This design comes from an exercise in tuning for small area, a short achievable clock period and few clock cycles per item on the open sky130 flow, not from production work.
In this exercise RTL edits were held to simulation tests only and were not proved equivalent to the original.
Power and IR drop assume default switching activity.

Setup of old:
==> module ControlPID, before the edit <==
module ControlPID(dataf_oo,y_k_i,clk_i,dataf_i,reset,coeff_1,coeff_2,coeff_3, ref_i, servo_o
    );
	 parameter WIDTH=12;
	 input wire clk_i;
	 input wire reset;
	 input wire dataf_i;
	 output wire dataf_oo;
	 output wire signed [WIDTH-1:0] servo_o;
	 input wire [WIDTH-1:0] y_k_i;
	 input signed [WIDTH-1:0] ref_i;
	 input wire signed [WIDTH-1:0] coeff_1;
	 input wire signed [WIDTH-1:0] coeff_2;
	 input wire signed [WIDTH-1:0] coeff_3;
	 function [11:0] ssub(input [11:0] a, input [11:0] b);
		reg [11:0] d;
		begin
			d = a - b;
			if (!a[11] && b[11] && d[11])       ssub = 12'h7FF;
			else if (a[11] && !b[11] && !d[11]) ssub = 12'hFFF;
			else                                ssub = d;
		end
	 endfunction
	 function [11:0] sadd(input [11:0] a, input [11:0] b);
		reg [11:0] s;
		begin
			s = a + b;
			if (!a[11] && !b[11] && s[11])      sadd = 12'h7FF;
			else if (a[11] && b[11] && !s[11])  sadd = 12'hFFF;
			else                                sadd = s;
		end
	 endfunction
	 reg [WIDTH-1:0] Regy_k_1, Reg_I_1, Reg_servo;
	 reg [WIDTH-1:0] Reg_p, Reg_m, Reg_d;
	 reg s2;
	 wire [WIDTH-1:0] p_w, m_w, d_w;
	 smul_booth mul_p(.a(y_k_i), .b(coeff_2), .q(p_w));
	 smul_booth mul_m(.a(ssub(ref_i, y_k_i)), .b(coeff_3), .q(m_w));
	 smul_booth mul_d(.a(ssub(y_k_i, Regy_k_1)), .b(coeff_1), .q(d_w));
	 always @(posedge clk_i) begin
		Reg_p <= p_w;
		Reg_m <= m_w;
		Reg_d <= d_w;
	 end
	 wire [WIDTH-1:0] I = sadd(Reg_m, Reg_I_1);
	 wire [WIDTH-1:0] u = ssub(ssub(I, Reg_p), Reg_d);
	 assign dataf_oo = s2;
	 assign servo_o  = s2 ? u : Reg_servo;
	 always @(posedge clk_i, posedge reset)
		if (reset) begin
			s2        <= 1'b0;
			Regy_k_1  <= 12'b0;
			Reg_I_1   <= 12'b0;
			Reg_servo <= 12'b0;
		end else begin
			s2 <= dataf_i;
			if (s2) begin
				Reg_I_1   <= I;
				Regy_k_1  <= y_k_i;
				Reg_servo <= u;
			end
		end
endmodule
==> flow/config.mk <==
export PLATFORM = sky130hd
export DESIGN_NAME = ControlPID
export DESIGN_NICKNAME = ControlPID
export VERILOG_FILES = /design/flow/design.v
export SDC_FILE = /design/flow/constraint.sdc
export NUM_CORES = 4
export LEC_CHECK = 0
export ABC_AREA = 1
export CAP_MARGIN = 20
export CORE_MARGIN = 2
export CORE_UTILIZATION = 40
export SLEW_MARGIN = 20
==> flow/constraint.sdc <==
create_clock -name core_clock -period 12.0 [get_ports {clk_i}]
set_input_delay 2.4000 -clock core_clock [delete_from_list [all_inputs] [get_ports {clk_i}]]
set_output_delay 2.4000 -clock core_clock [all_outputs]
set_load 0.01 [all_outputs]
standard.sh (not shown) runs the stock make flow with config.mk's settings and CLKGATE_MAP_FILE= SYNTH_SCRIPT=/design/flow/synth_recipe.tcl, a recipe that flattens the netlist after the stock synthesis.
==> flow/flow/run.sh <==
#!/bin/bash
# Standard layout, but synthesis leaves adders to ABC: with ADDER_MAP_FILE
# empty, Yosys does not extract full/half-adder cells, so ABC maps the
# whole datapath itself.
set -euo pipefail
bash standard.sh ADDER_MAP_FILE= finish > standard_flow.log 2>&1
Testbench counts of old, summed over its fixed seeds: cycles 4,800, items 2,400.
#### Input delta (new over old)
==> flow/design.v, changed modules only <==
module ControlPID(dataf_oo,y_k_i,clk_i,dataf_i,reset,coeff_1,coeff_2,coeff_3, ref_i, servo_o
    );
	 parameter WIDTH=12;
	 input wire clk_i;
	 input wire reset;
	 input wire dataf_i;
	 output wire dataf_oo;
	 output wire signed [WIDTH-1:0] servo_o;
	 input wire [WIDTH-1:0] y_k_i;
	 input signed [WIDTH-1:0] ref_i;
	 input wire signed [WIDTH-1:0] coeff_1;
	 input wire signed [WIDTH-1:0] coeff_2;
	 input wire signed [WIDTH-1:0] coeff_3;
	 function [11:0] ssub(input [11:0] a, input [11:0] b);
		reg [11:0] d;
		begin
			d = a - b;
			if (!a[11] && b[11] && d[11])       ssub = 12'h7FF;
			else if (a[11] && !b[11] && !d[11]) ssub = 12'hFFF;
			else                                ssub = d;
		end
	 endfunction
	 function [11:0] sadd(input [11:0] a, input [11:0] b);
		reg [11:0] s;
		begin
			s = a + b;
			if (!a[11] && !b[11] && s[11])      sadd = 12'h7FF;
			else if (a[11] && b[11] && !s[11])  sadd = 12'hFFF;
			else                                sadd = s;
		end
	 endfunction
	 reg [WIDTH-1:0] Regy_k_1, Reg_I_1, Reg_p, Reg_d;
	 reg s2;
	 wire [WIDTH-1:0] p_w, m_w, d_w;
	 smul_booth mul_p(.a(y_k_i), .b(coeff_2), .q(p_w));
	 smul_booth mul_m(.a(ssub(ref_i, y_k_i)), .b(coeff_3), .q(m_w));
	 smul_booth mul_d(.a(ssub(y_k_i, Regy_k_1)), .b(coeff_1), .q(d_w));
	 always @(posedge clk_i, posedge reset)
		if (reset) begin
			s2        <= 1'b0;
			Regy_k_1  <= 12'b0;
			Reg_I_1   <= 12'b0;
			Reg_p     <= 12'b0;
			Reg_d     <= 12'b0;
		end else begin
			s2 <= dataf_i;
			if (dataf_i) begin
				Reg_I_1   <= sadd(m_w, Reg_I_1);
				Regy_k_1  <= y_k_i;
				Reg_p     <= p_w;
				Reg_d     <= d_w;
			end
		end
	 assign dataf_oo = s2;
	 assign servo_o  = ssub(ssub(Reg_I_1, Reg_p), Reg_d);
endmodule
Findings:
Setup slack: higher on old
Area added between synthesis and finish: new vs old up 0.82 points
Row portion of total power attributed to sequential cells: new lower / old higher
Higher switching power of the nets goes to old over new.
Core util | new vs old | new higher
Comparing old and new, area of the die is higher on old.
For old, the slowest library cell on the worst path was clkdlybuf4s50_1, unlike new, where it was nor2_1.
new drops fewer vias than old.
Between old and new, the difference in met3 usage is negligible.
Per-cell routed wire length (lower): new
new has fewer flip-flops than old.
new vs. old: power density over the cells went down by about 18%.
Testbench counts of new, summed over its fixed seeds: cycles 4,800, items 2,400.

## separate check: timing with driven ports
Ports are ideal in the flow. The routed layouts listed here were re-timed in OpenROAD. Step 1: set_driving_cell puts a clkbuf_16 on clk_i and a buf_2 on each other input, an assumption about the parent block. Step 2, shift: input delay + t, output delay - t, t = (earliest + latest rising clock arrival at the registers) / 2. This alone moves slack from input paths to output paths. Slacks: no drivers / after step 1 / after step 2; pairs: no drivers / after step 1.
| run | t (ns) | setup slack, ns | worst setup path at the end | slew at the worst register clock pin (ns) | worst slew at a driven data input, ns |
|---|---|---|---|---|---|
| old | 0.392 | 4.684 / 4.642 / 4.772 | input to register | 0.07 / 0.07 | 0.07 |
| new | 0.346 | 3.373 / 3.333 / 3.275 | input to register | 0.08 / 0.08 | 0.07 |
After both steps setup and hold are still met in every run listed. The setup slack of new, which loses most, moves by -0.040 ns with the drivers and by -0.098 ns with both steps.
